What follows belongs to an exercise in optimizing a design on an open flow for small area; a production flow would make more cautious choices.
The RTL was checked by simulation tests, not by an equivalence proof against the original design.
Power is estimated from default activity; no workload was simulated.

==> flow/design.v <==
`timescale 1ns / 1ps
module topModule(
    input         topCLK,  
    input         rst,  
    input         switch0,  
    input         buttonUp,  
    input         buttonDown,  
    output  LED_Red, 
    output  LED_Red2,
    output  LED_Blue,
    output  LED_Blue2, 
    input         Temperature_SDA_in,  
    output        Temperature_SDA_out,  
    output        Temperature_SDA_oe,  
    output        Temperature_SCL,  
    output [6:0]  SEG,  
    output [7:0]  AN  
    );
    wire clk2;  
    wire clk2_rise;  
    wire [7:0] celsius_8_bits;  
    wire [7:0] fahrenheit_8_bits;  
    i2c i1(
        .CLK(topCLK),
        .rst(rst),
        .CE(clk2_rise),
        .Temperature_8_Bit(celsius_8_bits),
        .SDA_in(Temperature_SDA_in),
        .SDA_out(Temperature_SDA_out),
        .SDA_oe(Temperature_SDA_oe),
        .SCL(Temperature_SCL)
    );
    clock_divider c1(
        .main_clk(topCLK),
        .rst(rst),
        .slow_clk(clk2),
        .slow_clk_rise(clk2_rise)
    );    
    seven_seg_decoder s1(
        .main_clk(topCLK),
        .rst(rst),
        .switch0(switch0),
        .buttonUp(buttonUp),
        .buttonDown(buttonDown),
        .LED_Red(LED_Red),
        .LED_Red2(LED_Red2),
        .LED_Blue(LED_Blue),
        .LED_Blue2(LED_Blue2),
        .celsius_8_bits(celsius_8_bits),
        .fahrenheit_8_bits(fahrenheit_8_bits),
        .SEG(SEG),
        .AN(AN)
    );    
    Temperature_Converter t1(
        .celsius(celsius_8_bits),
        .fahrenheit(fahrenheit_8_bits)
    );
endmodule
`timescale 1ns / 1ps
module i2c(
    input CLK,  
    input rst,  
    input CE,  
    input SDA_in,  
    output SDA_out,  
    output SDA_oe,  
    output [7:0] Temperature_8_Bit,  
    output SCL  
    );
    wire SDA_Direction;
    wire i_bit;
    reg [3:0] counter; 
    reg CLK_Reg;      
    assign SCL = CLK_Reg;   
    parameter [7:0] SensorAddress = 8'b1001_0111;
    reg [7:0] MSB_temp;                                  
    reg [7:0] LSB_temp;                                  
    reg o_bit;                                       
    reg [11:0] count;                               
    reg [7:0] Temperature_8_Bit_Reg;
    parameter [4:0]  POWER_UP   = 5'b00000,
                     START      = 5'b00001,
                     Address_6 = 5'b00010,
					 Address_5 = 5'b00011,
					 Address_4 = 5'b00100,
					 Address_3 = 5'b00101,
					 Address_2 = 5'b00110,
					 Address_1 = 5'b00111,
					 Address_0 = 5'b01000,
					 RW     = 5'b01001,
                     Acknowledge_Receive    = 5'b01010,
                     MSB_7  = 5'b01011,
					 MSB_6	= 5'b01100,
					 MSB_5	= 5'b01101,
					 MSB_4	= 5'b01110,
					 MSB_3	= 5'b01111,
					 MSB_2	= 5'b10000,
					 MSB_1	= 5'b10001,
					 MSB_0	= 5'b10010,
                     Acknowledge_Send   = 5'b10011,
                     LSB_7  = 5'b10100,
					 LSB_6	= 5'b10101,
					 LSB_5	= 5'b10110,
					 LSB_4	= 5'b10111,
					 LSB_3	= 5'b11000,
					 LSB_2	= 5'b11001,
					 LSB_1	= 5'b11010,
					 LSB_0	= 5'b11011,
                     NACK   = 5'b11100;      
    reg [4:0] state_reg;                   
    always @(posedge CLK) begin
        if (rst) begin
            counter <= 4'b0;
            CLK_Reg <= 1'b1;
            MSB_temp <= 8'b0;
            LSB_temp <= 8'b0;
            o_bit <= 1'b1;
            count <= 12'b0;
            state_reg <= POWER_UP;
        end
        else if (CE) begin
            if(counter == 9) begin
                counter <= 4'b0;
                CLK_Reg <= ~CLK_Reg;
            end
            else
                counter <= counter + 1;
			count <= count + 1;
            case(state_reg)
                POWER_UP    : begin
                                if(count == 12'd1999)
                                    state_reg <= START;
                end
                START       : begin
                                if(count == 12'd2004)
                                    o_bit <= 1'b0;  
                                if(count == 12'd2013)
                                    state_reg <= Address_6; 
                end
                Address_6  : begin
                                o_bit <= SensorAddress[7];
                                if(count == 12'd2033)
                                    state_reg <= Address_5;
                end
				Address_5  : begin
                                o_bit <= SensorAddress[6];
                                if(count == 12'd2053)
                                    state_reg <= Address_4;
                end
				Address_4  : begin
                                o_bit <= SensorAddress[5];
                                if(count == 12'd2073)
                                    state_reg <= Address_3;
                end
				Address_3  : begin
                                o_bit <= SensorAddress[4];
                                if(count == 12'd2093)
                                    state_reg <= Address_2;
                end
				Address_2  : begin
                                o_bit <= SensorAddress[3];
                                if(count == 12'd2113)
                                    state_reg <= Address_1;
                end
				Address_1  : begin
                                o_bit <= SensorAddress[2];
                                if(count == 12'd2133)
                                    state_reg <= Address_0;
                end
				Address_0  : begin
                                o_bit <= SensorAddress[1];
                                if(count == 12'd2153)
                                    state_reg <= RW;
                end
				RW     : begin
                                o_bit <= SensorAddress[0];
				if(count == 12'd2169)
                                    state_reg <= Acknowledge_Receive;
                end
                Acknowledge_Receive     : begin
                                if(count == 12'd2189)
                                    state_reg <= MSB_7;
                end
                MSB_7     : begin
                                MSB_temp[7] <= i_bit;
                                if(count == 12'd2209)
                                    state_reg <= MSB_6;
                end
				MSB_6     : begin
                                MSB_temp[6] <= i_bit;
                                if(count == 12'd2229)
                                    state_reg <= MSB_5;
                end
				MSB_5     : begin
                                MSB_temp[5] <= i_bit;
                                if(count == 12'd2249)
                                    state_reg <= MSB_4;
                end
				MSB_4     : begin
                                MSB_temp[4] <= i_bit;
                                if(count == 12'd2269)
                                    state_reg <= MSB_3;
                end
				MSB_3     : begin
                                MSB_temp[3] <= i_bit;
                                if(count == 12'd2289)
                                    state_reg <= MSB_2;
                end
				MSB_2     : begin
                                MSB_temp[2] <= i_bit;
                                if(count == 12'd2309)
                                    state_reg <= MSB_1;
                end
				MSB_1     : begin
                                MSB_temp[1] <= i_bit;
                                if(count == 12'd2329)
                                    state_reg <= MSB_0;
                end
				MSB_0     : begin
								o_bit <= 1'b0;
                                MSB_temp[0] <= i_bit;
                                if(count == 12'd2349)
                                    state_reg <= Acknowledge_Send;
                end
                Acknowledge_Send   : begin
                                if(count == 12'd2369)
                                    state_reg <= LSB_7;
                end
                LSB_7    : begin
                                LSB_temp[7] <= i_bit;
                                if(count == 12'd2389)
									state_reg <= LSB_6;
                end
                LSB_6    : begin
                                LSB_temp[6] <= i_bit;
                                if(count == 12'd2409)
									state_reg <= LSB_5;
                end
				LSB_5    : begin
                                LSB_temp[5] <= i_bit;
                                if(count == 12'd2429)
									state_reg <= LSB_4;
                end
				LSB_4    : begin
                                LSB_temp[4] <= i_bit;
                                if(count == 12'd2449)
									state_reg <= LSB_3;
                end
				LSB_3    : begin
                                LSB_temp[3] <= i_bit;
                                if(count == 12'd2469)
									state_reg <= LSB_2;
                end
				LSB_2    : begin
                                LSB_temp[2] <= i_bit;
                                if(count == 12'd2489)
									state_reg <= LSB_1;
                end
				LSB_1    : begin
                                LSB_temp[1] <= i_bit;
                                if(count == 12'd2509)
									state_reg <= LSB_0;
                end
				LSB_0    : begin
								o_bit <= 1'b1;
                                LSB_temp[0] <= i_bit;
                                if(count == 12'd2529)
									state_reg <= NACK;
                end
                NACK        : begin
                                if(count == 12'd2559) begin
									count <= 12'd2000;
                                    state_reg <= START;
								end
                end
            endcase     
        end
    end      
    always @(posedge CLK)
        if (rst)
            Temperature_8_Bit_Reg <= 8'b0;
        else if(CE && state_reg == NACK)
            Temperature_8_Bit_Reg <= { MSB_temp[6:0], LSB_temp[7] };
    assign SDA_Direction = (state_reg == POWER_UP || state_reg == START || state_reg == Address_6 || state_reg == Address_5 ||
					  state_reg == Address_4 || state_reg == Address_3 || state_reg == Address_2 || state_reg == Address_1 ||
                      state_reg == Address_0 || state_reg == RW || state_reg == Acknowledge_Send || state_reg == NACK) ? 1 : 0;
    assign SDA_oe = SDA_Direction;
    assign SDA_out = o_bit;
    assign i_bit = SDA_in;
    assign Temperature_8_Bit = Temperature_8_Bit_Reg;
endmodule
`timescale 1ns / 1ps
module clock_divider(
    input main_clk,
    input rst,
    output slow_clk,
    output slow_clk_rise
    );
    reg [7:0] counter;
    reg clk_reg;
    always @(posedge main_clk) begin
        if (rst) begin
            counter <= 8'h00;
            clk_reg <= 1'b1;
        end
        else if(counter == 249) begin
            counter <= 8'h00;
            clk_reg <= ~clk_reg;
        end
        else
            counter <= counter + 1;
    end
    assign slow_clk = clk_reg;
    assign slow_clk_rise = (counter == 249) && !clk_reg;
endmodule
`timescale 1ns / 1ps
module seven_seg_decoder(
    input main_clk,
    input rst,
    input switch0,
    input buttonUp,
    input buttonDown, 
    input [7:0] celsius_8_bits, 
    input [7:0] fahrenheit_8_bits,
    output reg LED_Red, 
    output reg LED_Red2,
    output reg LED_Blue,
    output reg LED_Blue2,
    output reg [6:0] SEG, 
    output reg [7:0] AN  
    );
    reg [7:0] valueF;  
    wire [3:0] valueF_tens, valueF_ones;
    assign valueF_tens = valueF / 10;  
    assign valueF_ones = valueF % 10;  
    reg [7:0] valueC;  
    wire [3:0] valueC_tens, valueC_ones;
    assign valueC_tens = valueC / 10;  
    assign valueC_ones = valueC % 10;  
    wire [3:0] celsius_tens, celsius_ones; 
    assign celsius_tens = celsius_8_bits / 10;  
    assign celsius_ones = celsius_8_bits % 10;  
    wire [3:0] fahrenheit_tens, fahrenheit_ones;
    assign fahrenheit_tens = fahrenheit_8_bits / 10;  
    assign fahrenheit_ones = fahrenheit_8_bits % 10;  
    parameter ZERO  = 7'b000_0001;   
    parameter ONE   = 7'b100_1111;   
    parameter TWO   = 7'b001_0010;   
    parameter THREE = 7'b000_0110;   
    parameter FOUR  = 7'b100_1100;   
    parameter FIVE  = 7'b010_0100;   
    parameter SIX   = 7'b010_0000;   
    parameter SEVEN = 7'b000_1111;   
    parameter EIGHT = 7'b000_0000;   
    parameter NINE  = 7'b000_0100;   
    parameter DEG   = 7'b001_1100;   
    parameter C     = 7'b011_0001;   
    parameter F     = 7'b011_1000;   
    parameter BLANK = 7'b111_1111;   
    reg [2:0] anode_select;
    reg [16:0] anode_timer;
    reg buttonUp_prev;
    reg buttonDown_prev;
    reg [7:0] debounce_counter;
    always @(posedge main_clk) begin
    if (rst) begin
        LED_Red = 1'b0;
        LED_Red2 = 1'b0;
        LED_Blue = 1'b0;
        LED_Blue2 = 1'b0;
        valueF <= 8'b0101_0000;
        valueC <= 8'b0000_1111;
        debounce_counter <= 8'b0000_0000;
        buttonUp_prev <= 1'b0;
        buttonDown_prev <= 1'b0;
    end
    else if (switch0 == 1'b0) begin
        if (valueF < fahrenheit_8_bits) begin
            LED_Red = 1'b0;
            LED_Red2 = 1'b0;
            LED_Blue = 1'b1; 
            LED_Blue2 = 1'b1;
            end
        if(valueF > fahrenheit_8_bits) begin
            LED_Red = 1'b1;
            LED_Red2 = 1'b1;
            LED_Blue = 1'b0;
            LED_Blue2 = 1'b0;
            end
        if(valueF == fahrenheit_8_bits) begin
            LED_Red = 1'b0;
            LED_Red2 = 1'b0;
            LED_Blue = 1'b0;
            LED_Blue2 = 1'b0;
            end
        if (buttonUp != buttonUp_prev) begin
            debounce_counter <= 8'b0000_0000;
        end else if (buttonUp && (debounce_counter == 8'b0000_0000)) begin
                valueF <= valueF + 1;  
            debounce_counter <= 8'b1111_1111;
        end
        if (buttonDown != buttonDown_prev) begin
            debounce_counter <= 8'b0000_0000;
        end else if (buttonDown && (debounce_counter == 8'b0000_0000)) begin
                valueF <= valueF - 1;  
            debounce_counter <= 8'b1111_1111;
        end
        buttonUp_prev <= buttonUp;
        buttonDown_prev <= buttonDown;
    end
    else if (switch0 == 1'b1) begin 
        if (valueC < celsius_8_bits) begin
            LED_Red = 1'b0;
            LED_Red2 = 1'b0;
            LED_Blue = 1'b1;
            LED_Blue2 = 1'b1;
            end
        if(valueC > celsius_8_bits) begin
            LED_Red = 1'b1;
            LED_Red2 = 1'b1;
            LED_Blue = 1'b0;
            LED_Blue2 = 1'b0;
            end
        if(valueC == celsius_8_bits) begin
            LED_Red = 1'b0;
            LED_Red2 = 1'b0;
            LED_Blue = 1'b0;
            LED_Blue2 = 1'b0;
            end
        if (buttonUp != buttonUp_prev) begin
            debounce_counter <= 8'b0000_0000;
        end else if (buttonUp && (debounce_counter == 8'b0000_0000)) begin
                valueC <= valueC + 1;  
            debounce_counter <= 8'b1111_1111;
        end
        if (buttonDown != buttonDown_prev) begin
            debounce_counter <= 8'b0000_0000;
        end else if (buttonDown && (debounce_counter == 8'b0000_0000)) begin
                valueC <= valueC - 1;  
            debounce_counter <= 8'b1111_1111;
        end
        buttonUp_prev <= buttonUp;
        buttonDown_prev <= buttonDown;
    end
end
    always @(posedge main_clk) begin
        if (rst) begin
            anode_timer <= 0;
            anode_select <= 0;
        end
        else if(anode_timer == 99_999) begin
            anode_timer <= 0;
            anode_select <=  anode_select + 1;
        end
        else
            anode_timer <=  anode_timer + 1;
    end
    always @(anode_select) begin
        case(anode_select)
            3'o0 : AN = 8'b1111_1110;
            3'o1 : AN = 8'b1111_1101;
            3'o2 : AN = 8'b1111_1011;
            3'o3 : AN = 8'b1111_0111;
            3'o4 : AN = 8'b1110_1111;
            3'o5 : AN = 8'b1101_1111;
            3'o6 : AN = 8'b1011_1111;
            3'o7 : AN = 8'b0111_1111;
        endcase
    end    
    always @* 
        case(anode_select)
            3'o0 : begin
                        if (switch0 == 1)
                            SEG = C;
                        else
                            SEG = F;
                   end
            3'o1 : SEG = DEG;
            3'o2 : begin
                        if (switch0 == 1'b1)
                            case(celsius_ones)
                                4'b0000 : SEG = ZERO;
                                4'b0001 : SEG = ONE;
                                4'b0010 : SEG = TWO;
                                4'b0011 : SEG = THREE;
                                4'b0100 : SEG = FOUR;
                                4'b0101 : SEG = FIVE;
                                4'b0110 : SEG = SIX;
                                4'b0111 : SEG = SEVEN;
                                4'b1000 : SEG = EIGHT;
                                4'b1001 : SEG = NINE;
                                default : SEG = BLANK;
                            endcase
                        else
                            case(fahrenheit_ones)
                                4'b0000 : SEG = ZERO;
                                4'b0001 : SEG = ONE;
                                4'b0010 : SEG = TWO;
                                4'b0011 : SEG = THREE;
                                4'b0100 : SEG = FOUR;
                                4'b0101 : SEG = FIVE;
                                4'b0110 : SEG = SIX;
                                4'b0111 : SEG = SEVEN;
                                4'b1000 : SEG = EIGHT;
                                4'b1001 : SEG = NINE;
                                default : SEG = BLANK;
                            endcase
                    end
            3'o3 : begin 
                        if (switch0 == 1'b1)
                            case(celsius_tens)
                                4'b0000 : SEG = ZERO;
                                4'b0001 : SEG = ONE;
                                4'b0010 : SEG = TWO;
                                4'b0011 : SEG = THREE;
                                4'b0100 : SEG = FOUR;
                                4'b0101 : SEG = FIVE;
                                4'b0110 : SEG = SIX;
                                4'b0111 : SEG = SEVEN;
                                4'b1000 : SEG = EIGHT;
                                4'b1001 : SEG = NINE;
                                default : SEG = BLANK;
                            endcase
                        else
                            case(fahrenheit_tens)
                                4'b0000 : SEG = ZERO;
                                4'b0001 : SEG = ONE;
                                4'b0010 : SEG = TWO;
                                4'b0011 : SEG = THREE;
                                4'b0100 : SEG = FOUR;
                                4'b0101 : SEG = FIVE;
                                4'b0110 : SEG = SIX;
                                4'b0111 : SEG = SEVEN;
                                4'b1000 : SEG = EIGHT;
                                4'b1001 : SEG = NINE;
                                default : SEG = BLANK;
                            endcase
                    end
            3'o4 : begin
                        if (switch0 == 1)
                            SEG = C;
                        else
                            SEG = F;
                   end
            3'o5 : SEG = DEG;
            3'o6 : begin
                        if (switch0 == 1'b1)
                            case(valueC_ones)
                                4'b0000 : SEG = ZERO;
                                4'b0001 : SEG = ONE;
                                4'b0010 : SEG = TWO;
                                4'b0011 : SEG = THREE;
                                4'b0100 : SEG = FOUR;
                                4'b0101 : SEG = FIVE;
                                4'b0110 : SEG = SIX;
                                4'b0111 : SEG = SEVEN;
                                4'b1000 : SEG = EIGHT;
                                4'b1001 : SEG = NINE;
                                default : SEG = BLANK;
                            endcase
                        else
                            case(valueF_ones)
                                4'b0000 : SEG = ZERO;
                                4'b0001 : SEG = ONE;
                                4'b0010 : SEG = TWO;
                                4'b0011 : SEG = THREE;
                                4'b0100 : SEG = FOUR;
                                4'b0101 : SEG = FIVE;
                                4'b0110 : SEG = SIX;
                                4'b0111 : SEG = SEVEN;
                                4'b1000 : SEG = EIGHT;
                                4'b1001 : SEG = NINE;
                                default : SEG = BLANK;
                            endcase
                    end
            3'o7 : begin 
                        if (switch0 == 1'b1)
                            case(valueC_tens)
                                4'b0000 : SEG = ZERO;
                                4'b0001 : SEG = ONE;
                                4'b0010 : SEG = TWO;
                                4'b0011 : SEG = THREE;
                                4'b0100 : SEG = FOUR;
                                4'b0101 : SEG = FIVE;
                                4'b0110 : SEG = SIX;
                                4'b0111 : SEG = SEVEN;
                                4'b1000 : SEG = EIGHT;
                                4'b1001 : SEG = NINE;
                                default : SEG = BLANK;
                            endcase
                        else
                            case(valueF_tens)
                                4'b0000 : SEG = ZERO;
                                4'b0001 : SEG = ONE;
                                4'b0010 : SEG = TWO;
                                4'b0011 : SEG = THREE;
                                4'b0100 : SEG = FOUR;
                                4'b0101 : SEG = FIVE;
                                4'b0110 : SEG = SIX;
                                4'b0111 : SEG = SEVEN;
                                4'b1000 : SEG = EIGHT;
                                4'b1001 : SEG = NINE;
                                default : SEG = BLANK;
                            endcase
                    end    
        endcase  
endmodule
`timescale 1ns / 1ps
module Temperature_Converter(
    input [7:0] celsius,
    output [7:0] fahrenheit
    );
    Convert_To_F f1(.celsius_value(celsius), .fahrenheit_value(fahrenheit)); 
endmodule
`timescale 1ns / 1ps
module Convert_To_F(
    input [7:0] celsius_value,
    output reg [15:0] fahrenheit_value
    );
    reg [15:0] temp;
    reg [15:0] temp2;
    always @(*) begin
        temp = celsius_value * 9;  
        temp2 = temp / 5;  
        fahrenheit_value = temp2 + 32;  
    end
endmodule
==> flow/run.sh <==
#!/bin/bash
# synth_recipe.tcl (not shown) runs the flow's synth.tcl, then flattens the netlist and writes it again
# the make line also repeats each setting of config.mk as NAME=value (left out here)
make -C /OpenROAD-flow-scripts/flow DESIGN_CONFIG=/design/flow/config.mk WORK_HOME=/design/flow/orfs CLKGATE_MAP_FILE= SYNTH_SCRIPT=/design/flow/synth_recipe.tcl finish
==> flow/config.mk <==
export PLATFORM = sky130hd
export DESIGN_NAME = topModule
export DESIGN_NICKNAME = topModule
export VERILOG_FILES = /design/flow/design.v
export SDC_FILE = /design/flow/constraint.sdc
export NUM_CORES = 4
export LEC_CHECK = 0
export CAP_MARGIN = 20
export CORE_MARGIN = 2
export CORE_UTILIZATION = 40
export SLEW_MARGIN = 20
==> flow/constraint.sdc <==
create_clock -name core_clock -period 20.0 [get_ports {topCLK}]
set_input_delay 4.0000 -clock core_clock [delete_from_list [all_inputs] [get_ports {topCLK}]]
set_output_delay 4.0000 -clock core_clock [all_outputs]
set_load 0.01 [all_outputs]
==> flow_summary.ini, run 1 <==
[placed_design]
number_of_input_and_output_port_buffers_inserted = 27
post-dp-hpwl_microns = 22000
detailedPlace.worstSlack_ps = 4090
gpl.final_weighted_congestion = 0.893

[power]
leakagePower_nw = 4.49
power_per_cell_area_nw_per_um2 = 37.2
worst_ir_drop_vdd_mv = 0.0492

[die]
dieWidth_microns = 173
chipHeight_microns = 173
floorplan.rows = 62
design.core.area_sq_um = 28500
dieArea_sq_um = 30100
ios = 28
initial_core_utilization_pct = 40.3

[drt]
first_pass_iters = 5
detail_route.wirelength_microns = 29700
via_count = 11300
drt-wirelength-per-cell_microns = 15.4
remaining_drc_errors = 0
antenna_left = 0
initialDrtViolationCount = 916
via_per_inst = 5.86

[cts]
cts_made_buffers = 9
cts-htree-levels = 3
post-cts-setup-buffers = 0
clk_pin_slew_ps = 70
clk_root_buffer_cell = sky130_fd_sc_hd__clkbuf_16
cts_tree = done
holdBufCountCts = 0
ctsResizeCount = 0
ctsLongestPathBuffers = 2
cts.sinks = 97
clock_latency_ps = 340

[synth]
count_of_unique_library_cells_instantiated_by_yosys = 106
synth_fp_nets = 1704
synth_async_sr_flop_share_pct = 0
muxShareOfSynthArea_pct = 3.50
synth_area_per_cell_sq_um = 7.23
synthSimpleGateAreaFrac_pct = 28.3
seq_area_frac_synth_pct = 16.9
synth.largest_area_cell = sky130_fd_sc_hd__dfxtp_1
yosysWarnings = 5
post_synth_inst_count = 1588
post_synth_instance_area_sq_um = 11500
synthTopCellsByArea = sky130_fd_sc_hd__dfxtp_1 (17%), sky130_fd_sc_hd__ha_1 (12%), sky130_fd_sc_hd__nor2_1 (5.3%)
fraction_of_post_synthesis_cell_area_in_the_top_cell_type_by_area_pct = 16.9
synth_adder_area_share_pct = 12.9
combinational_family_with_the_most_area_after_synthesis = simple AND/OR/NAND/NOR gates
yosys_register_bits = 97
synth_enable_flop_cells = 0
synth-main-ff-cell = sky130_fd_sc_hd__dfxtp_1
synth_compound_area_share_pct = 26.4
synth_xor_area_share_pct = 6.18

[worst_setup_path]
crit_required_ps = 16000
worst_ep_arrival_time_ps = 12490
critical_path.slowest_cell = sky130_fd_sc_hd__dfxtp_1
critical_path_peak_fanout = 19
critical-path-top-cell-by-count = sky130_fd_sc_hd__ha_1
flop2flop_setup_slack_ps = 9850
worst-setup-path-type = flip-flop to output port
max_stage_delay_ps = 770
category_of_the_worst_setup_path_launch_point = flip-flop
endpoint_kind = output port

[final_layout]
antennaDiodeCount = 0
layout_top_registers = s1.anode_timer x17, i1.count x12
drive_above_1_share_pct = 6.29
number_of_flip_flops_in_the_largest_register = 17
areaGrowthSynthToFinish_pct = 6.23
largest_register = s1.anode_timer
final_net_count = 1654

[global_route]
gr-usage-all-layers_pct = 19.2
grt.overflow.total = 0
grt_pass1_vias = 10200
grt_first_pass_wirelength_microns = 49800
number_of_antenna_violations_at_the_first_check_in_global_routing = 0
grt_max_degree = 66

[timing]
grt_setup_unrepaired = false
max_freq_ghz = 0.0606
setup_slack_ps = 3510
worst_slew_pin_slew_ps = 921
timing.final.setup_violations = 0
skew_ps = 8.67
fin_setup_tns_ps = 0
timing.final.crit_period_ps = 16490
slew_violations = 0
timing.slew.headroom_pct = 38.2
timing.final.crit_share_pct = 82.5
final_hold_viol_count = 0

[worst_hold_path]
hold_path_class = flip-flop to flip-flop

[run]
cap_viol_max_count = 0

[status]
run_status = complete, no violations
[stage by stage]
stage	instance area, sq um	instances	utilization [%]	power [mW]	hold WS [ps]
2_1_floorplan	11500	1588	-	0.264	428
3_3_place_gp	11900	1911	41.8	0.279	442
3_5_place_dp	11900	1911	41.8	0.281	447
4_1_cts	12200	1926	42.8	0.459	457
5_1_grt	12200	1926	42.8	0.478	473
6_report	12200	1926	42.8	0.454	451
[layout by cell type, fill, tap and decap left out, types with 19 or more instances in the layout]
cell,n
sky130_fd_sc_hd__a21o_1,19
sky130_fd_sc_hd__ha_1,109
sky130_fd_sc_hd__o211ai_1,20
sky130_fd_sc_hd__nand2_1,148
sky130_fd_sc_hd__xnor2_1,49
sky130_fd_sc_hd__nor3_1,49
sky130_fd_sc_hd__nand4_1,28
sky130_fd_sc_hd__nand2b_1,22
sky130_fd_sc_hd__xor2_1,32
sky130_fd_sc_hd__nor2b_1,25
sky130_fd_sc_hd__inv_1,67
sky130_fd_sc_hd__nor2_1,162
sky130_fd_sc_hd__dfxtp_1,97
sky130_fd_sc_hd__o21ai_0,83
sky130_fd_sc_hd__nor4_1,28
sky130_fd_sc_hd__and3_1,24
sky130_fd_sc_hd__clkdlybuf4s50_1,25
sky130_fd_sc_hd__a21oi_1,114
sky130_fd_sc_hd__mux2i_1,30
sky130_fd_sc_hd__a211oi_1,21
sky130_fd_sc_hd__nand3_1,70
sky130_fd_sc_hd__a31oi_1,21
[synthesized netlist by cell type, types with 19 or more instances]
master / count
sky130_fd_sc_hd__o211ai_1: 20
sky130_fd_sc_hd__nor3_1: 49
sky130_fd_sc_hd__a21oi_1: 114
sky130_fd_sc_hd__xor2_1: 32
sky130_fd_sc_hd__nor2b_1: 25
sky130_fd_sc_hd__nor4_1: 29
sky130_fd_sc_hd__xnor2_1: 49
sky130_fd_sc_hd__nand2_1: 148
sky130_fd_sc_hd__nand4_1: 28
sky130_fd_sc_hd__nor2_1: 162
sky130_fd_sc_hd__and3_1: 24
sky130_fd_sc_hd__o21ai_0: 83
sky130_fd_sc_hd__mux2i_1: 30
sky130_fd_sc_hd__a31oi_1: 21
sky130_fd_sc_hd__a211oi_1: 21
sky130_fd_sc_hd__a21o_1: 19
sky130_fd_sc_hd__clkbuf_1: 77
sky130_fd_sc_hd__inv_1: 67
sky130_fd_sc_hd__ha_1: 109
sky130_fd_sc_hd__nand3_1: 70
sky130_fd_sc_hd__dfxtp_1: 97
sky130_fd_sc_hd__nand2b_1: 22
[area by class of cell]
cell class / count / area (sq um)
fill: 2943 / 16300
timing repair buffer: 35 / 320
tap: 384 / 480
clock buffer: 10 / 239
sequential: 97 / 1940
multi-input combinational: 1322 / 8870
inverter: 73 / 279
clock inverter: 5 / 62.6
[cell families (layout without fill, tap and decap cells)]
logic type / count (synthesis) / count (layout)
flops: 97 / 97
fa+ha+maj: 119 / 119
simple gates: 642 / 642
mux: 39 / 39
buf+inv: 169 / 123
xor+xnor: 81 / 81
compound gates: 441 / 441
[final timing paths]
kind | startpoint | to | cells after the start
worst max register to register | i1.Temperature_8_Bit_Reg[2] | s1.LED_Blue2 | 39
worst min-delay path | i1.MSB_temp[4] | i1.Temperature_8_Bit_Reg[5] | 2
worst max-delay path | i1.Temperature_8_Bit_Reg[2] | SEG[1] | 41
worst min register to register | i1.MSB_temp[4] | i1.Temperature_8_Bit_Reg[5] | 2
[power by group]
part           internal (mW)  switching, mW
clock network          0.101         0.0762
registers              0.196        0.00506
logic                 0.0299         0.0464
[per-layer routing]
metal | track usage, % | vias to the layer above | routed length, microns
li1 | - | 5718 | -
met1 | 27.2 | 5211 | 14700
met2 | 31.6 | 306 | 13300
met3 | 1.47 | 48 | 1280
met4 | 4.73 | 0 | 482
met5 | 0 | - | 0
[worst max-delay path: cells and delay by family, from the launching register on]
kind / cells / cell delay [ps]
adder cells (fa/ha/maj): 7 / 1980
flip-flops: 1 / 770
AO/OA/AOI/OAI: 16 / 4260
buffers and inverters: 4 / 760
XOR/XNOR: 1 / 550
AND/OR/NAND/NOR: 13 / 3830
==> run 2: changes to the inputs <==
==> flow/design.v (replaced) <==
`timescale 1ns / 1ps
module topModule(
    input         topCLK,
    input         rst,
    input         switch0,
    input         buttonUp,
    input         buttonDown,
    output        LED_Red,
    output        LED_Red2,
    output        LED_Blue,
    output        LED_Blue2,
    input         Temperature_SDA_in,
    output        Temperature_SDA_out,
    output        Temperature_SDA_oe,
    output        Temperature_SCL,
    output [6:0]  SEG,
    output [7:0]  AN
    );
    reg [8:0] a;
    reg [3:0] r;
    reg [4:0] bhi;
    reg [2:0] sel;
    reg [7:0] q;
    wire ce   = (a == 9'd499);
    wire r9   = (r == 4'd9);
    wire dec  = ce & r9;
    always @(posedge topCLK) begin
        if (rst) begin
            a <= 9'd0;
            r <= 4'd0;
            bhi <= 5'd0;
            sel <= 3'd0;
            q <= 8'd0;
        end else begin
            a <= ce ? 9'd0 : a + 9'd1;
            if (ce)
                r <= r9 ? 4'd0 : r + 4'd1;
            if (dec) begin
                bhi <= (bhi == 5'd19) ? 5'd0 : bhi + 5'd1;
                if (bhi == 5'd19)
                    sel <= sel + 3'd1;
                q <= (q == 8'd255) ? 8'd200 : q + 8'd1;
            end
        end
    end
    wire h = (r >= 4'd5);
    assign Temperature_SCL = ~q[0];
    assign Temperature_SDA_oe = (q < 8'd217) | (q == 8'd235) | (q == 8'd236) | (q >= 8'd253);
    reg sda_o;
    always @* begin
        case (q)
            8'd200: sda_o = ~h;
            8'd201: sda_o = h;
            8'd203: sda_o = ~h;
            8'd204, 8'd205, 8'd206: sda_o = 1'b0;
            8'd207: sda_o = h;
            8'd209: sda_o = ~h;
            8'd210: sda_o = 1'b0;
            8'd211: sda_o = h;
            8'd235, 8'd236: sda_o = 1'b0;
            default: sda_o = 1'b1;
        endcase
    end
    assign Temperature_SDA_out = sda_o;
    reg [7:0] acc;
    wire samp = dec & ~q[0] & ((q[7:4] == 4'hE & q[3:1] != 3'd6) | q == 8'd222);
    always @(posedge topCLK)
        if (samp)
            acc <= {acc[6:0], Temperature_SDA_in};
    reg [7:0] tc;
    always @(posedge topCLK)
        if (rst)
            tc <= 8'd0;
        else if (ce & (q >= 8'd253))
            tc <= acc;
    wire [15:0] f9 = tc * 9;
    wire [15:0] f95 = f9 / 5;
    wire [7:0] tf = f95[7:0] + 8'd32;
    reg [7:0] vF, vC;
    reg bu_p, bd_p, db;
    wire [7:0] tsel = switch0 ? tc : tf;
    wire [7:0] spsel = switch0 ? vC : vF;
    wire up_act = (buttonUp == bu_p) & buttonUp & ~db;
    wire dn_act = (buttonDown == bd_p) & buttonDown & ~db;
    wire [7:0] spnew = dn_act ? spsel - 8'd1 : spsel + 8'd1;
    reg red, blue;
    always @(posedge topCLK) begin
        if (rst) begin
            vF <= 8'd80;
            vC <= 8'd15;
            bu_p <= 1'b0;
            bd_p <= 1'b0;
            db <= 1'b0;
            red <= 1'b0;
            blue <= 1'b0;
        end else begin
            if (up_act | dn_act) begin
                if (switch0) vC <= spnew;
                else vF <= spnew;
            end
            if (buttonDown != bd_p) db <= 1'b0;
            else if (buttonDown & ~db) db <= 1'b1;
            else if (buttonUp != bu_p) db <= 1'b0;
            else if (buttonUp & ~db) db <= 1'b1;
            bu_p <= buttonUp;
            bd_p <= buttonDown;
            red <= spsel > tsel;
            blue <= spsel < tsel;
        end
    end
    assign LED_Red = red;
    assign LED_Red2 = red;
    assign LED_Blue = blue;
    assign LED_Blue2 = blue;
    assign AN = ~(8'd1 << sel);
    wire [7:0] dv = sel[2] ? spsel : tsel;
    wire [3:0] ones = dv % 10;
    wire [7:0] tens = dv / 10;
    wire [3:0] dig = sel[0] ? tens[3:0] : ones;
    reg [6:0] dseg;
    always @* begin
        case (dig)
            4'd0: dseg = 7'b0000001;
            4'd1: dseg = 7'b1001111;
            4'd2: dseg = 7'b0010010;
            4'd3: dseg = 7'b0000110;
            4'd4: dseg = 7'b1001100;
            4'd5: dseg = 7'b0100100;
            4'd6: dseg = 7'b0100000;
            4'd7: dseg = 7'b0001111;
            4'd8: dseg = 7'b0000000;
            4'd9: dseg = 7'b0000100;
            default: dseg = 7'b1111111;
        endcase
    end
    assign SEG = sel[1] ? dseg : (sel[0] ? 7'b0011100 : (switch0 ? 7'b0110001 : 7'b0111000));
endmodule
--- a/flow/config.mk
+++ b/flow/config.mk
@@ -7,2 +7,3 @@
 export LEC_CHECK = 0
+export ABC_AREA = 1
 export CAP_MARGIN = 20
==> run 2 against run 1 <==
Against the previous run:
- still clean
- worst hold slack got worse by 6.5 ps
- critical endpoint is now SEG[5]
- clock skew increased by 1.7 ps
- worst setup slack improved by 1300 ps
- critical path type is now primary input to output port
- largest power group is now the clock network
- wire length decreased by 54%
- largest cell class unchanged
- fmax increased by 8.8%
- sequential share of layout area increased by 4.7 points
==> flow_summary.ini, run 2 <==
[status]
run_status = complete, no violations

[worst_setup_path]
crit_required_ps = 16000
max_stage_delay_ps = 830
critical-path-top-cell-by-count = sky130_fd_sc_hd__nand2_1
category_of_the_worst_setup_path_launch_point = primary input
critical_path.slowest_cell = sky130_fd_sc_hd__clkdlybuf4s50_1
worst-setup-path-type = primary input to output port
worst_ep_arrival_time_ps = 11150
critical_path_peak_fanout = 19
endpoint_kind = output port
flop2flop_setup_slack_ps = 12710

[cts]
cts.sinks = 66
ctsLongestPathBuffers = 2
ctsResizeCount = 0
cts_made_buffers = 9
post-cts-setup-buffers = 0
clk_root_buffer_cell = sky130_fd_sc_hd__clkbuf_16
holdBufCountCts = 0
cts-htree-levels = 3
cts_tree = done
clock_latency_ps = 330
clk_pin_slew_ps = 60

[timing]
fin_setup_tns_ps = 0
final_hold_viol_count = 0
worst_slew_pin_slew_ps = 889
hold_slack_ps = 444
timing.final.setup_violations = 0
timing.final.crit_share_pct = 75.8
grt_setup_unrepaired = false
timing.slew.headroom_pct = 40.8
max_freq_ghz = 0.0660
skew_ps = 10.4
timing.final.crit_period_ps = 15150
setup_slack_ps = 4850
slew_violations = 0

[placed_design]
gpl.final_weighted_congestion = 0.851
number_of_input_and_output_port_buffers_inserted = 27
detailedPlace.worstSlack_ps = 4850
post-dp-hpwl_microns = 10900

[drt]
via_per_inst = 4.89
first_pass_iters = 5
antenna_left = 0
via_count = 5737
remaining_drc_errors = 0
drt-wirelength-per-cell_microns = 11.6
detail_route.wirelength_microns = 13600
initialDrtViolationCount = 337

[global_route]
grt.overflow.total = 0
gr-usage-all-layers_pct = 17.4
grt_max_degree = 25
number_of_antenna_violations_at_the_first_check_in_global_routing = 0
grt_first_pass_wirelength_microns = 23700
grt_pass1_vias = 5280

[power]
sequential_fraction_of_design_power_pct = 35.4
switching_power_mw = 0.132
clock_network_power_share_pct = 37.2
comb_power_share_pct = 27.4
p_sw_share_pct = 33.8
leakagePower_nw = 3.37
power.total_mw = 0.392
internal_dissipation_mw = 0.259
worst_ir_drop_vdd_mv = 0.0503
power_per_cell_area_nw_per_um2 = 57.7

[final_layout]
number_of_flip_flops_in_the_largest_register = 9
drive_above_1_share_pct = 10.4
largest_register = a
regArea_sq_um = 1400
layout.cells.most_common_list = sky130_fd_sc_hd__nand2_1 (236), sky130_fd_sc_hd__inv_1 (136), sky130_fd_sc_hd__nand3_1 (81), sky130_fd_sc_hd__nor2_1 (67)
footprint_of_the_multi_input_gates_sq_um = 3990
final_common_cell = sky130_fd_sc_hd__nand2_1
antennaDiodeCount = 0
areaGrowthSynthToFinish_pct = 12.0
layout.filler_cells = 1594
final_net_count = 1043

[synth]
fraction_of_post_synthesis_cell_area_in_the_top_cell_type_by_area_pct = 19.1
yosysWarnings = 1
post_synth_instance_area_sq_um = 6070
seq_area_frac_synth_pct = 23.1
synth_area_per_cell_sq_um = 6.35
most_instantiated_library_cell_after_synthesis = sky130_fd_sc_hd__nand2_1
yosys_register_bits = 66
synth-main-ff-cell = sky130_fd_sc_hd__dfxtp_1
synth_enable_flop_cells = 8
count_of_unique_library_cells_instantiated_by_yosys = 47
synth_fp_nets = 1018
synthTopCellsByArea = sky130_fd_sc_hd__dfxtp_1 (19%), sky130_fd_sc_hd__nand2_1 (15%), sky130_fd_sc_hd__ha_1 (11%)
netlist_top_cells_count = sky130_fd_sc_hd__nand2_1 (236), sky130_fd_sc_hd__inv_1 (136), sky130_fd_sc_hd__nand3_1 (81)
synth.largest_area_cell = sky130_fd_sc_hd__dfxtp_1
post_synth_inst_count = 956
synth_async_sr_flop_share_pct = 0

[die]
dieWidth_microns = 127
dieArea_sq_um = 16200
initial_core_utilization_pct = 40.4
design.core.area_sq_um = 15000
chipHeight_microns = 127
floorplan.rows = 45
ios = 28

[worst_hold_path]
hold_path_class = flip-flop to flip-flop

[run]
cap_viol_max_count = 0
run 2: cell count changes in the layout (fill, tap and decap cells not counted), moves of 25 or more:
cell,before,now
sky130_fd_sc_hd__nor2_1,162,67
sky130_fd_sc_hd__a21oi_1,114,56
sky130_fd_sc_hd__ha_1,109,54
sky130_fd_sc_hd__inv_1,67,136
sky130_fd_sc_hd__dfxtp_1,97,58
sky130_fd_sc_hd__o21ai_0,83,58
sky130_fd_sc_hd__nand2_1,148,236
sky130_fd_sc_hd__nor3_1,49,14
sky130_fd_sc_hd__mux2i_1,30,0
sky130_fd_sc_hd__nand2_2,1,26
sky130_fd_sc_hd__xnor2_1,49,4
sky130_fd_sc_hd__nor4_1,28,2
sky130_fd_sc_hd__nor2b_1,25,0
run 2: logic make-up after synthesis:
group           synth area share, %
buf+inv                        11.2
fa+ha+maj                      11.8
xor+xnor                       2.60
compound gates                 14.1
flops                          23.1
simple gates                   37.2
run 2: stage by stage:
step,util [%],cell area [sq um],instances
6_report,45.2,6790,1174
4_1_cts,45.2,6790,1174
2_1_floorplan,-,6070,956
5_1_grt,45.2,6790,1174
3_5_place_dp,43.4,6520,1158
3_3_place_gp,43.4,6520,1158
run 2: path summary, 6_finish.rpt:
| check | from | to | cells after the start |
|---|---|---|---|
| min reg2reg | a[0] | a[0] | 1 |
| max | switch0 | SEG[5] | 46 |
| max reg2reg | tc[1] | red | 63 |
| min | a[0] | a[0] | 1 |
run 2: power groups by stage:
stage | combinational (mW) | sequential (mW) | clock (mW)
CTS | 0.107 | 0.139 | 0.149
finish | 0.107 | 0.139 | 0.146
global route | 0.122 | 0.139 | 0.155
global placement | 0.107 | 0.142 | 0
detailed placement | 0.106 | 0.142 | 0
floorplan | 0.0848 | 0.141 | 0
run 2: final cells by class:
class	count	share of cell area, %
Clock buffer	9	3.31
Inverter	163	9.04
Multi-Input combinational cell	713	58.7
Sequential cell	66	20.6
Clock inverter	7	0.737
Tap cell	188	3.46
Timing Repair Buffer	28	4.09
run 2: routing by layer:
metal / wire, microns / share of wire (%) / GRT usage (%) / up-vias
met3: 323 / 2.4 / 1.97 / 17
li1: - / - / - / 3150
met5: 0 / 0 / 0 / -
met4: 252 / 1.9 / 5.69 / 0
met2: 5960 / 44 / 28.7 / 76
met1: 7080 / 52 / 23.9 / 2494
run 2: worst max-delay path, delay by kind of cell:
kind            cells  cell delay (ps)
compound gates      3              810
fa+ha+maj           4              870
simple gates       25             2680
buf+inv            14             2790
==> run 3: changes to the inputs <==
==> flow/flow/run.sh (new file) <==
#!/bin/bash
# Standard synthesis, then the combinational logic re-mapped with a stronger
# ABC script (flip-flops untouched), then the standard layout from there.
set -euo pipefail
W=$(pwd)
R=$W/orfs/results/$FLOW_PLATFORM/topModule/base
LIB=$FLOW_HOME/platforms/$FLOW_PLATFORM/lib/sky130_fd_sc_hd__tt_025C_1v80.lib
YOSYS=$(command -v yosys || echo /OpenROAD-flow-scripts/tools/install/yosys/bin/yosys)

bash standard.sh "$R/1_2_yosys.v" > "$W/std_synth.log" 2>&1
cp "$R/1_2_yosys.v" "$W/std_1_2_yosys.v"

sed -e "s#@LIB@#$LIB#g" -e "s#@IN@#$W/std_1_2_yosys.v#" -e "s#@TOP@#$FLOW_TOP#" \
    -e "s#@ABC@#$W/flow/deepsyn.abc#" -e "s#@STAT0@#$W/reopt_stat_in.txt#" \
    -e "s#@STAT@#$W/reopt_stat.txt#" -e "s#@OUT@#$W/reopt.v#" \
    "$W/flow/reopt.ys" > "$W/reopt_run.ys"
"$YOSYS" -l "$W/reopt.log" -q "$W/reopt_run.ys" > /dev/null 2>&1
cp "$W/reopt.v" "$R/1_2_yosys.v"
touch "$R/1_2_yosys.sdc"

bash standard.sh "BUFFER_PORTS_ARGS=-buffer_cell sky130_fd_sc_hd__buf_1" finish > "$W/std_layout.log" 2>&1
==> flow/flow/deepsyn.abc (new file) <==
strash
&get -n
&deepsyn -T 60
&put
dch -f
amap
topo
==> flow/flow/reopt.ys (new file) <==
# Re-map the combinational logic of the standard synthesis netlist with a
# stronger ABC script. Flip-flops stay as they are (same instances, names
# and cell types); only the gates between them are rebuilt.
read_liberty -ignore_miss_func @LIB@
blackbox *__df* *__edf* *__sdf* *__sedf* *__dl*
read_verilog -defer @IN@
hierarchy -top @TOP@
flatten
opt_clean
tee -o @STAT0@ stat
abc -liberty @LIB@ -script @ABC@ -dont_use *lpflow* -dont_use *probe*
opt_clean -purge
hilomap -singleton -hicell sky130_fd_sc_hd__conb_1 HI -locell sky130_fd_sc_hd__conb_1 LO
splitnets
opt_clean -purge
rename -hide w:*$func$*
tee -o @STAT@ stat -liberty @LIB@
write_verilog -noattr -nohex -nodec @OUT@
==> flow/standard.sh (new file) <==
#!/bin/bash
# synth_recipe.tcl (not shown) runs the flow's synth.tcl, then flattens the netlist and writes it again
# the make line also repeats each setting of config.mk as NAME=value (left out here)
make -C /OpenROAD-flow-scripts/flow DESIGN_CONFIG=/design/flow/config.mk WORK_HOME=/design/flow/orfs CLKGATE_MAP_FILE= SYNTH_SCRIPT=/design/flow/synth_recipe.tcl "${@:-finish}"
--- a/flow/config.mk
+++ b/flow/config.mk
@@ -11,2 +11,5 @@
 export CORE_UTILIZATION = 40
+export CTS_BUF_LIST = sky130_fd_sc_hd__clkbuf_4 sky130_fd_sc_hd__clkbuf_8
+export CTS_CLUSTER_DIAMETER = 100
+export CTS_CLUSTER_SIZE = 30
 export SLEW_MARGIN = 20
removed: flow/run.sh
==> run 3 against run 2 <==
Against the previous run:
- critical path depth down 15
- via count shrank 33%
- final cell count down 41%
- first-iteration DRC count fell by 34%
- non-clock buffer count increased by 1
- die area is 37% lower
- clock-buffer cell count stayed put
- fmax increased by 16%
- wire length is 33% lower
- sequential power is essentially flat
==> flow_summary.ini, run 3 <==
[power]
switching_power_mw = 0.0749
internal_dissipation_mw = 0.203
p_sw_share_pct = 27.0
clock_network_power_share_pct = 39.9
power.total_mw = 0.278
comb_power_share_pct = 10.8
leakagePower_nw = 1.36
sequential_fraction_of_design_power_pct = 49.3
power_per_cell_area_nw_per_um2 = 65.8
worst_ir_drop_vdd_mv = 0.0443

[die]
initial_core_utilization_pct = 41.0
dieWidth_microns = 101
chipHeight_microns = 101
floorplan.rows = 35
ios = 28
dieArea_sq_um = 10200
design.core.area_sq_um = 9200

[worst_hold_path]
worst_hold_path.num_cells = 1
hold_path_class = flip-flop to flip-flop
hold_start = a[0]
worst_hold_path.endpoint = a[0]

[drt]
first_pass_iters = 4
detail_route.wirelength_microns = 9090
drt-wirelength-per-cell_microns = 13.1
remaining_drc_errors = 0
via_per_inst = 5.49
antenna_left = 0
initialDrtViolationCount = 224
via_count = 3824

[global_route]
grt.overflow.total = 0
grt_pass1_vias = 3499
grt_max_degree = 35
gr-usage-all-layers_pct = 19.0
grt_first_pass_wirelength_microns = 15600
number_of_antenna_violations_at_the_first_check_in_global_routing = 0

[timing]
fin_setup_tns_ps = 0
hold_slack_ps = 447
grt_setup_unrepaired = false
timing.final.crit_share_pct = 65.4
timing.slew.headroom_pct = 36.5
max_freq_ghz = 0.0765
timing.final.setup_violations = 0
worst_slew_pin_slew_ps = 945
timing.final.crit_period_ps = 13070
skew_ps = 7.09
final_hold_viol_count = 0
slew_violations = 0

[cts]
ctsResizeCount = 0
cts_made_buffers = 9
clk_root_buffer_cell = sky130_fd_sc_hd__clkbuf_8
ctsLongestPathBuffers = 2
cts-htree-levels = 3
cts_tree = done
clock_latency_ps = 350
post-cts-setup-buffers = 0
holdBufCountCts = 0
cts.sinks = 66
clk_pin_slew_ps = 70

[final_layout]
regArea_sq_um = 1400
final_common_cell = sky130_fd_sc_hd__nor2_1
areaGrowthSynthToFinish_pct = 11.9
number_of_flip_flops_in_the_largest_register = 9
drive_above_1_share_pct = 3.08
final_net_count = 586
footprint_of_the_multi_input_gates_sq_um = 2060
antennaDiodeCount = 0
largest_register = a
layout.filler_cells = 987
layout.cells.most_common_list = sky130_fd_sc_hd__nor2_1 (111), sky130_fd_sc_hd__clkinv_1 (82), sky130_fd_sc_hd__dfxtp_1 (58), sky130_fd_sc_hd__o21ai_0 (48), sky130_fd_sc_hd__nand2_1 (43)

[worst_setup_path]
worst_ep_arrival_time_ps = 9070
endpoint_kind = output port
worst-setup-path-type = primary input to output port
crit_family = compound AO/OA/AOI/OAI gates
regToRegStartpoint = tc[4]
critical_path.n_buffers_inverters = 8
critical_path_peak_fanout = 24
reg2reg_depth = 30
flop2flop_setup_slack_ps = 14110
max_stage_delay_ps = 520
crit_path_start = switch0
category_of_the_worst_setup_path_launch_point = primary input
critical_path.slowest_cell = sky130_fd_sc_hd__a31oi_1
cp_num_cells = 31
crit_required_ps = 16000
reg_to_reg_end = red

[placed_design]
number_of_input_and_output_port_buffers_inserted = 27
gpl.final_weighted_congestion = 0.900
post-dp-hpwl_microns = 6850

[status]
run_status = complete, no violations

[synth]
post_synth_inst_count = 540
synth_fp_nets = 546
synth_area_per_cell_sq_um = 6.99
post_synth_instance_area_sq_um = 3770
yosysWarnings = 1

[run]
cap_viol_max_count = 0
## run 3: how the worst max path moves through the flow
stage	to	slack [ps]
finish	SEG[0]	6930
detailed placement	SEG[0]	7000
global placement	SEG[0]	7270
CTS	SEG[0]	6980
floorplan	SEG[0]	8220
global route	SEG[0]	6120
## run 3: through the flow
step / cells / util, % / worst slack (ps) / area, sq um
2_1_floorplan: 540 / - / 8220 / 3770
3_3_place_gp: 680 / 43.8 / 7270 / 4030
3_5_place_dp: 680 / 43.8 / 7000 / 4030
4_1_cts: 696 / 45.9 / 6980 / 4220
5_1_grt: 696 / 45.9 / 6120 / 4220
6_report: 696 / 45.9 / 6930 / 4220
## run 3: worst reg2reg max path, delay by kind of cell (launching register included)
family                 cells  cell delay [ps]
AOI/OAI and AO/OA         12             2570
buffers and inverters      2              310
DFF                        1              420
and+or+nand+nor           16             2550
## run 3: power by group through the flow
stage / clock network (mW) / logic (mW) / registers (mW)
6_report: 0.111 / 0.0300 / 0.137
5_1_grt: 0.120 / 0.0341 / 0.137
4_1_cts: 0.114 / 0.0300 / 0.137
3_5_place_dp: 0 / 0.0299 / 0.140
3_3_place_gp: 0 / 0.0293 / 0.140
2_1_floorplan: 0 / 0.0213 / 0.140
## run 3: cell type report
cell class	instances	area share [%]
repair buffers	29	2.76
clock inverters	7	1.63
clock buffers	9	2.93
multi-input cells	392	48.9
flip-flops and latches	66	33.2
inverters	82	7.29
well taps	111	3.29
## run 3: per-layer routing
metal	share of wire [%]	GRT usage, %	wire (microns)
met1	48	24.5	4320
met2	46	31.4	4200
met3	4.7	3.45	429
met4	1.6	7.69	146
met5	0	0	0
==> run 4: changes to the inputs <==
--- a/flow/flow/run.sh
+++ b/flow/flow/run.sh
@@ -20,2 +20,2 @@
 
-bash standard.sh "BUFFER_PORTS_ARGS=-buffer_cell sky130_fd_sc_hd__buf_1" finish > "$W/std_layout.log" 2>&1
+bash standard.sh finish > "$W/std_layout.log" 2>&1
--- a/flow/config.mk
+++ b/flow/config.mk
@@ -11,5 +11,2 @@
 export CORE_UTILIZATION = 40
-export CTS_BUF_LIST = sky130_fd_sc_hd__clkbuf_4 sky130_fd_sc_hd__clkbuf_8
-export CTS_CLUSTER_DIAMETER = 100
-export CTS_CLUSTER_SIZE = 30
 export SLEW_MARGIN = 20
==> run 4 against run 3 <==
Against the previous run:
- still clean
- register-to-register slack worse by 40 ps
- die area stayed put
- flip-flop and latch count stayed put
- clock power is 8% higher
- wire length is 0.90% higher
- critical path depth stayed put
- worst hold slack worse by 4.4 ps
- core utilization is 2.1 points higher
- area after synthesis stayed put
==> flow_summary.ini, run 4 <==
[timing]
slew_violations = 0
worst_slew_pin_slew_ps = 962
fin_setup_tns_ps = 0
timing.final.setup_violations = 0
timing.final.crit_period_ps = 13910
hold_slack_ps = 442
max_freq_ghz = 0.0719
timing.final.crit_share_pct = 69.5
timing.slew.headroom_pct = 35.4
final_hold_viol_count = 0
grt_setup_unrepaired = false
skew_ps = 11.4

[power]
p_sw_share_pct = 24.3
power_per_cell_area_nw_per_um2 = 65.6
comb_power_share_pct = 11.2
worst_ir_drop_vdd_mv = 0.0344
clock_network_power_share_pct = 41.4
sequential_fraction_of_design_power_pct = 47.4
switching_power_mw = 0.0702
leakagePower_nw = 1.44
internal_dissipation_mw = 0.219

[final_layout]
layout.cells.most_common_list = sky130_fd_sc_hd__nor2_1 (111), sky130_fd_sc_hd__clkinv_1 (82), sky130_fd_sc_hd__dfxtp_1 (58), sky130_fd_sc_hd__o21ai_0 (48), sky130_fd_sc_hd__nand2_1 (43)
layout.filler_cells = 901
final_common_cell = sky130_fd_sc_hd__nor2_1
finalInstanceArea_sq_um = 4410
antennaDiodeCount = 0
largest_register = a
number_of_flip_flops_in_the_largest_register = 9
final_net_count = 586
final_core_utilization_pct = 48.0
areaGrowthSynthToFinish_pct = 16.9
drive_above_1_share_pct = 2.57

[worst_setup_path]
worst_ep_arrival_time_ps = 9910
flop2flop_setup_slack_ps = 14070
category_of_the_worst_setup_path_launch_point = primary input
endpoint_kind = output port
worst-setup-path-type = primary input to output port
crit_required_ps = 16000
critical_path.slowest_cell = sky130_fd_sc_hd__a31oi_1
critical_path_peak_fanout = 24
max_stage_delay_ps = 480

[drt]
via_count = 3912
via_per_inst = 5.63
first_pass_iters = 5
drt-wirelength-per-cell_microns = 13.2
detail_route.wirelength_microns = 9180
antenna_left = 0
initialDrtViolationCount = 292
remaining_drc_errors = 0

[cts]
cts_made_buffers = 9
clock_latency_ps = 340
cts_tree = done
ctsLongestPathBuffers = 2
cts-htree-levels = 3
clk_pin_slew_ps = 70
ctsResizeCount = 0
post-cts-setup-buffers = 0
clk_root_buffer_cell = sky130_fd_sc_hd__clkbuf_8
holdBufCountCts = 0
cts.sinks = 66

[placed_design]
number_of_input_and_output_port_buffers_inserted = 27
post-dp-hpwl_microns = 6960
dpl_cell_area_sq_um = 4200
gpl.final_weighted_congestion = 0.875

[die]
dieWidth_microns = 101
ios = 28
floorplan.rows = 35
design.core.area_sq_um = 9200
chipHeight_microns = 101
initial_core_utilization_pct = 41.0
dieArea_sq_um = 10200

[run]
cap_viol_max_count = 0

[synth]
post_synth_instance_area_sq_um = 3770
synth_fp_nets = 546
synth_area_per_cell_sq_um = 6.99
yosysWarnings = 1
post_synth_inst_count = 540

[global_route]
number_of_antenna_violations_at_the_first_check_in_global_routing = 0
grt.overflow.total = 0
gr-usage-all-layers_pct = 19.1
grt_max_degree = 35
grt_pass1_vias = 3603
grt_first_pass_wirelength_microns = 15900

[worst_hold_path]
hold_path_class = flip-flop to flip-flop

[status]
run_status = complete, no violations
run 4: changes by cell type in the layout (fill, tap and decap cells not counted), sizes merged:
cell,before,now
buf,29,2
clkdlybuf4s50,0,27
clkbuf,9,14
clkinv,87,82
inv,1,0
run 4: layer usage:
layer  vias up  GRT usage, %  wire (microns)
met3        15          3.11             449
met4         0          7.80             149
met5         -             0               0
met1      1767          24.5            4270
met2       104          32.0            4300
li1       2026             -               -
run 4: worst paths after layout:
path                            startpoint     end  cells after the start
worst max-delay path               switch0  SEG[0]                     31
worst min-delay path                  a[0]    a[0]                      1
worst min register to register        a[0]    a[0]                      1
worst max register to register       tc[4]     red                     30
run 4: power groups by stage:
| stage | registers [mW] | clock network (mW) | logic (mW) |
|---|---|---|---|
| final | 0.137 | 0.120 | 0.0324 |
| after global routing | 0.137 | 0.129 | 0.0366 |
| after CTS | 0.137 | 0.124 | 0.0321 |
| after detailed placement | 0.140 | 0 | 0.0320 |
| after global placement | 0.140 | 0 | 0.0313 |
| after floorplan | 0.140 | 0 | 0.0213 |
run 4: worst max-delay path, delay by kind of cell:
| family | cells | cell delay, ps |
|---|---|---|
| compound gates | 12 | 2150 |
| buf+inv | 8 | 2170 |
| simple gates | 11 | 1550 |
run 4: area by class of cell:
type / count / area (sq um) / area share (%)
clock inverters: 1 / 30.0 / 0.681
well taps: 111 / 139 / 3.15
flip-flops and latches: 66 / 1400 / 31.8
clock buffers: 14 / 184 / 4.17
multi-input cells: 392 / 2060 / 46.8
repair buffers: 29 / 285 / 6.47
inverters: 82 / 308 / 6.98
run 4: metrics by stage:
step	power [mW]	setup WS, ps	instances
finish	0.289	6090	695
global route	0.302	5310	695
CTS	0.293	6190	695
floorplan	0.162	8220	540
detailed placement	0.172	6200	680
global placement	0.171	6560	680
==> run 5: changes to the inputs <==
--- a/flow/design.v
+++ b/flow/design.v
@@ -19,3 +19,4 @@
     reg [8:0] a;
-    reg [3:0] r;
+    reg h;
+    reg [2:0] m;
     reg [4:0] bhi;
@@ -23,4 +24,5 @@
     reg [7:0] q;
-    wire ce   = (a == 9'd499);
-    wire r9   = (r == 4'd9);
+    wire ce   = (a == 9'd478);
+    wire m4   = (m == 3'd4);
+    wire r9   = h & m4;
     wire dec  = ce & r9;
@@ -28,5 +30,6 @@
         if (rst) begin
-            a <= 9'd0;
-            r <= 4'd0;
-            bhi <= 5'd0;
+            a <= 9'h1FF;
+            h <= 1'b0;
+            m <= 3'd0;
+            bhi <= 5'h1F;
             sel <= 3'd0;
@@ -34,8 +37,11 @@
         end else begin
-            a <= ce ? 9'd0 : a + 9'd1;
-            if (ce)
-                r <= r9 ? 4'd0 : r + 4'd1;
+            a <= ce ? 9'h1FF : {a[7:0], a[8] ^ a[4]};
+            if (ce) begin
+                m <= m4 ? 3'd0 : m + 3'd1;
+                if (m4)
+                    h <= ~h;
+            end
             if (dec) begin
-                bhi <= (bhi == 5'd19) ? 5'd0 : bhi + 5'd1;
-                if (bhi == 5'd19)
+                bhi <= (bhi == 5'd2) ? 5'h1F : {bhi[3:0], bhi[4] ^ bhi[2]};
+                if (bhi == 5'd2)
                     sel <= sel + 3'd1;
@@ -45,3 +51,2 @@
     end
-    wire h = (r >= 4'd5);
     assign Temperature_SCL = ~q[0];
@@ -75,5 +80,14 @@
             tc <= acc;
-    wire [15:0] f9 = tc * 9;
-    wire [15:0] f95 = f9 / 5;
-    wire [7:0] tf = f95[7:0] + 8'd32;
+    wire [7:0] c5k = tc / 5;
+    wire [2:0] c5m = tc % 5;
+    reg [1:0] c5g;
+    always @* begin
+        case (c5m)
+            3'd0, 3'd1: c5g = 2'd0;
+            3'd2: c5g = 2'd1;
+            3'd3: c5g = 2'd2;
+            default: c5g = 2'd3;
+        endcase
+    end
+    wire [7:0] tf = tc + {c5k[5:0], 2'b00} + c5g + 8'd32;
     reg [7:0] vF, vC;
@@ -114,7 +128,18 @@
     assign LED_Blue2 = blue;
+    function [3:0] add3(input [3:0] x);
+        add3 = (x >= 4'd5) ? x + 4'd3 : x;
+    endfunction
     assign AN = ~(8'd1 << sel);
     wire [7:0] dv = sel[2] ? spsel : tsel;
-    wire [3:0] ones = dv % 10;
-    wire [7:0] tens = dv / 10;
-    wire [3:0] dig = sel[0] ? tens[3:0] : ones;
+    wire [3:0] s1 = add3({1'b0, dv[7:5]});
+    wire [3:0] s2 = add3({s1[2:0], dv[4]});
+    wire [3:0] s3 = add3({s2[2:0], dv[3]});
+    wire [3:0] s4 = add3({s3[2:0], dv[2]});
+    wire [3:0] s5 = add3({1'b0, s1[3], s2[3], s3[3]});
+    wire [3:0] s6 = add3({s4[2:0], dv[1]});
+    wire [3:0] s7 = add3({s5[2:0], s4[3]});
+    wire [1:0] hun = {s5[3], s7[3]};
+    wire [3:0] ones = {s6[2:0], dv[0]};
+    wire [3:0] tens = {s7[2:0], s6[3]} + {hun, 1'b0} + {hun, 3'b000};
+    wire [3:0] dig = sel[0] ? tens : ones;
     reg [6:0] dseg;
--- a/flow/flow/run.sh
+++ b/flow/flow/run.sh
@@ -20,2 +20,2 @@
 
-bash standard.sh finish > "$W/std_layout.log" 2>&1
+bash standard.sh "BUFFER_PORTS_ARGS=-buffer_cell sky130_fd_sc_hd__buf_1" finish > "$W/std_layout.log" 2>&1
--- a/flow/config.mk
+++ b/flow/config.mk
@@ -11,2 +11,3 @@
 export CORE_UTILIZATION = 40
+export CTS_BUF_LIST = sky130_fd_sc_hd__clkbuf_8
 export SLEW_MARGIN = 20
==> run 5 against run 4 <==
Against the previous run:
- via count fell by 5.1%
- clock power rose by 6%
- sequential share of layout area rose by 2.3 points
- clock-buffer cell count fell by 5
- design area fell by 6.8%
==> flow_summary.ini, run 5 <==
[worst_setup_path]
crit_required_ps = 16000
crit_family = compound AO/OA/AOI/OAI gates
endpoint_kind = output port
critical_path_peak_fanout = 20
worst-setup-path-type = primary input to output port
critical_path.slowest_cell = sky130_fd_sc_hd__clkinv_1
critical-path-top-cell-by-count = sky130_fd_sc_hd__nor2_1
critical_path.n_buffers_inverters = 5
max_stage_delay_ps = 680
category_of_the_worst_setup_path_launch_point = primary input
critical_path.cell_chain = buf_1, clkinv_1, o22ai_1, clkinv_1, o22ai_1, nor2b_1, nor2_1, a221oi_1, clkinv_1, nor2_1, nand2_1, o311a_1, nor2_1, nand3_1, a311oi_1, and2_0, a21oi_1, nand2_1, nor2_1, a21oi_1, o21ai_0, o21ai_0, o31a_1, buf_1
worst_ep_arrival_time_ps = 9520

[global_route]
number_of_antenna_violations_at_the_first_check_in_global_routing = 0
grt.overflow.total = 0
gr-usage-all-layers_pct = 19.0
grt_max_degree = 39
grt_pass1_vias = 3565
grt_first_pass_wirelength_microns = 15600

[drt]
remaining_drc_errors = 0
detail_route.wirelength_microns = 9030
via_count = 3713
initialDrtViolationCount = 236
first_pass_iters = 7
antenna_left = 0
via_per_inst = 5.59
drt-wirelength-per-cell_microns = 13.6

[placed_design]
post-dp-hpwl_microns = 6780
number_of_input_and_output_port_buffers_inserted = 27
cell_count_post_placement = 648
dpl_cell_area_sq_um = 3890
gpl.final_weighted_congestion = 0.918

[timing]
timing.slew.headroom_pct = 48.5
fin_setup_tns_ps = 0
worst_slew_pin_slew_ps = 773
timing.final.crit_period_ps = 13520
hold_slack_ps = 446
timing.final.crit_share_pct = 67.6
final_hold_viol_count = 0
slew_violations = 0
grt_setup_unrepaired = false
skew_ps = 13.6
max_freq_ghz = 0.0740
timing.final.setup_violations = 0

[cts]
clk_pin_slew_ps = 80
cts_tree = done
cts.sinks = 66
cts-htree-levels = 3
holdBufCountCts = 0
clock_latency_ps = 350
post-cts-setup-buffers = 0
ctsResizeCount = 0
clk_root_buffer_cell = sky130_fd_sc_hd__clkbuf_8
cts_made_buffers = 9
ctsLongestPathBuffers = 2

[power]
comb_power_share_pct = 7.4
power_per_cell_area_nw_per_um2 = 69.3
internal_dissipation_mw = 0.213
clock_network_power_share_pct = 44.7
switching_power_mw = 0.0713
sequential_fraction_of_design_power_pct = 47.9
leakagePower_nw = 1.33
worst_ir_drop_vdd_mv = 0.0413
p_sw_share_pct = 25.1

[synth]
post_synth_inst_count = 511
yosysWarnings = 1
synth_area_per_cell_sq_um = 7.12
synth_fp_nets = 517
post_synth_instance_area_sq_um = 3640

[die]
floorplan.rows = 34
ios = 28
design.core.area_sq_um = 8760
initial_core_utilization_pct = 41.5
dieWidth_microns = 99.3
chipHeight_microns = 99.3
dieArea_sq_um = 9870

[worst_hold_path]
hold_path_class = flip-flop to flip-flop

[final_layout]
footprint_of_the_multi_input_gates_sq_um = 1930
antennaDiodeCount = 0
layout.filler_cells = 915
drive_above_1_share_pct = 3.24
finalInstanceArea_sq_um = 4110
final_common_cell = sky130_fd_sc_hd__nor2_1
number_of_flip_flops_in_the_largest_register = 9
layout.cells.non_filler = 664
regArea_sq_um = 1400
layout.cells.most_common_list = sky130_fd_sc_hd__nor2_1 (109), sky130_fd_sc_hd__clkinv_1 (81), sky130_fd_sc_hd__dfxtp_1 (58), sky130_fd_sc_hd__nand2_1 (36), sky130_fd_sc_hd__o22ai_1 (35)
areaGrowthSynthToFinish_pct = 13.1
largest_register = a
final_net_count = 557

[run]
cap_viol_max_count = 0

[status]
run_status = complete, no violations
[run 5: area by class of cell]
| class | instances | area share, % |
|---|---|---|
| Multi-Input combinational cell | 364 | 47.0 |
| Sequential cell | 66 | 34.1 |
| Inverter | 81 | 7.40 |
| Tap cell | 108 | 3.29 |
| Clock buffer | 9 | 3.01 |
| Timing Repair Buffer | 29 | 2.83 |
| Clock inverter | 7 | 2.43 |
[run 5: worst paths after layout]
path                              start      to  slack, ps  cells after the start
worst max-delay path            switch0  SEG[5]       6480                     24
worst max register to register    tc[7]     red      15200                     24
worst min-delay path               a[3]    a[4]        450                      1
worst min register to register     a[3]    a[4]        450                      1
[run 5: routing by layer]
layer | up-vias | GRT usage [%] | routed length, microns
li1 | 1916 | - | -
met1 | 1704 | 24.6 | 4420
met2 | 82 | 32.0 | 4100
met3 | 11 | 3.65 | 384
met4 | 0 | 6.01 | 114
met5 | - | 0 | 0
[run 5: power groups by stage]
stage / clock network (mW) / registers, mW / logic [mW]
floorplan: 0 / 0.140 / 0.0141
global placement: 0 / 0.139 / 0.0203
detailed placement: 0 / 0.139 / 0.0208
CTS: 0.131 / 0.136 / 0.0209
global route: 0.137 / 0.137 / 0.0238
finish: 0.127 / 0.136 / 0.0211
[run 5: through the flow]
step | utilization, % | setup WS (ps) | total power, mW
finish | 46.9 | 6480 | 0.285
CTS | 46.9 | 6530 | 0.288
floorplan | - | 8170 | 0.154
detailed placement | 44.4 | 6560 | 0.160
global route | 46.9 | 5820 | 0.297
global placement | 44.4 | 6780 | 0.160

[re-timing with driven ports]
Ports are ideal in the flow. The routed layouts listed here were re-timed in OpenROAD.
Step 1 assumes that a clkbuf_16 drives the clock port and a buf_2 every other input.
Step 2 moves the port delays by t, midway between the first and last clock arrival at a register: inputs arrive t later, outputs are due t later. That takes back most of the time a late clock gives input paths.
a / b / c = ideal / step 1 / step 2; a / b = the first two.
run | shift t [ns] | setup slack, ns | hold slack, ns | worst register clock-pin slew, ns | cell pins on the clock port's net
run 1 | 0.380 | 3.508 / 3.467 / 3.846 | 0.451 / 0.451 / 0.451 | 0.07 / 0.07 | 1
run 2 | 0.362 | 4.849 / 4.804 / 4.804 | 0.444 / 0.444 / 0.444 | 0.06 / 0.06 | 1
run 3 | 0.376 | 6.928 / 6.906 / 6.906 | 0.447 / 0.447 / 0.447 | 0.08 / 0.08 | 1
run 4 | 0.360 | 6.094 / 6.068 / 6.068 | 0.442 / 0.442 / 0.442 | 0.08 / 0.08 | 1
run 5 | 0.373 | 6.480 / 6.450 / 6.450 | 0.446 / 0.446 / 0.446 | 0.08 / 0.08 | 1
After both steps setup and hold are still met in every run listed. The setup slack of run 2, which loses most, moves by -0.045 ns with the drivers and by -0.045 ns with both steps.
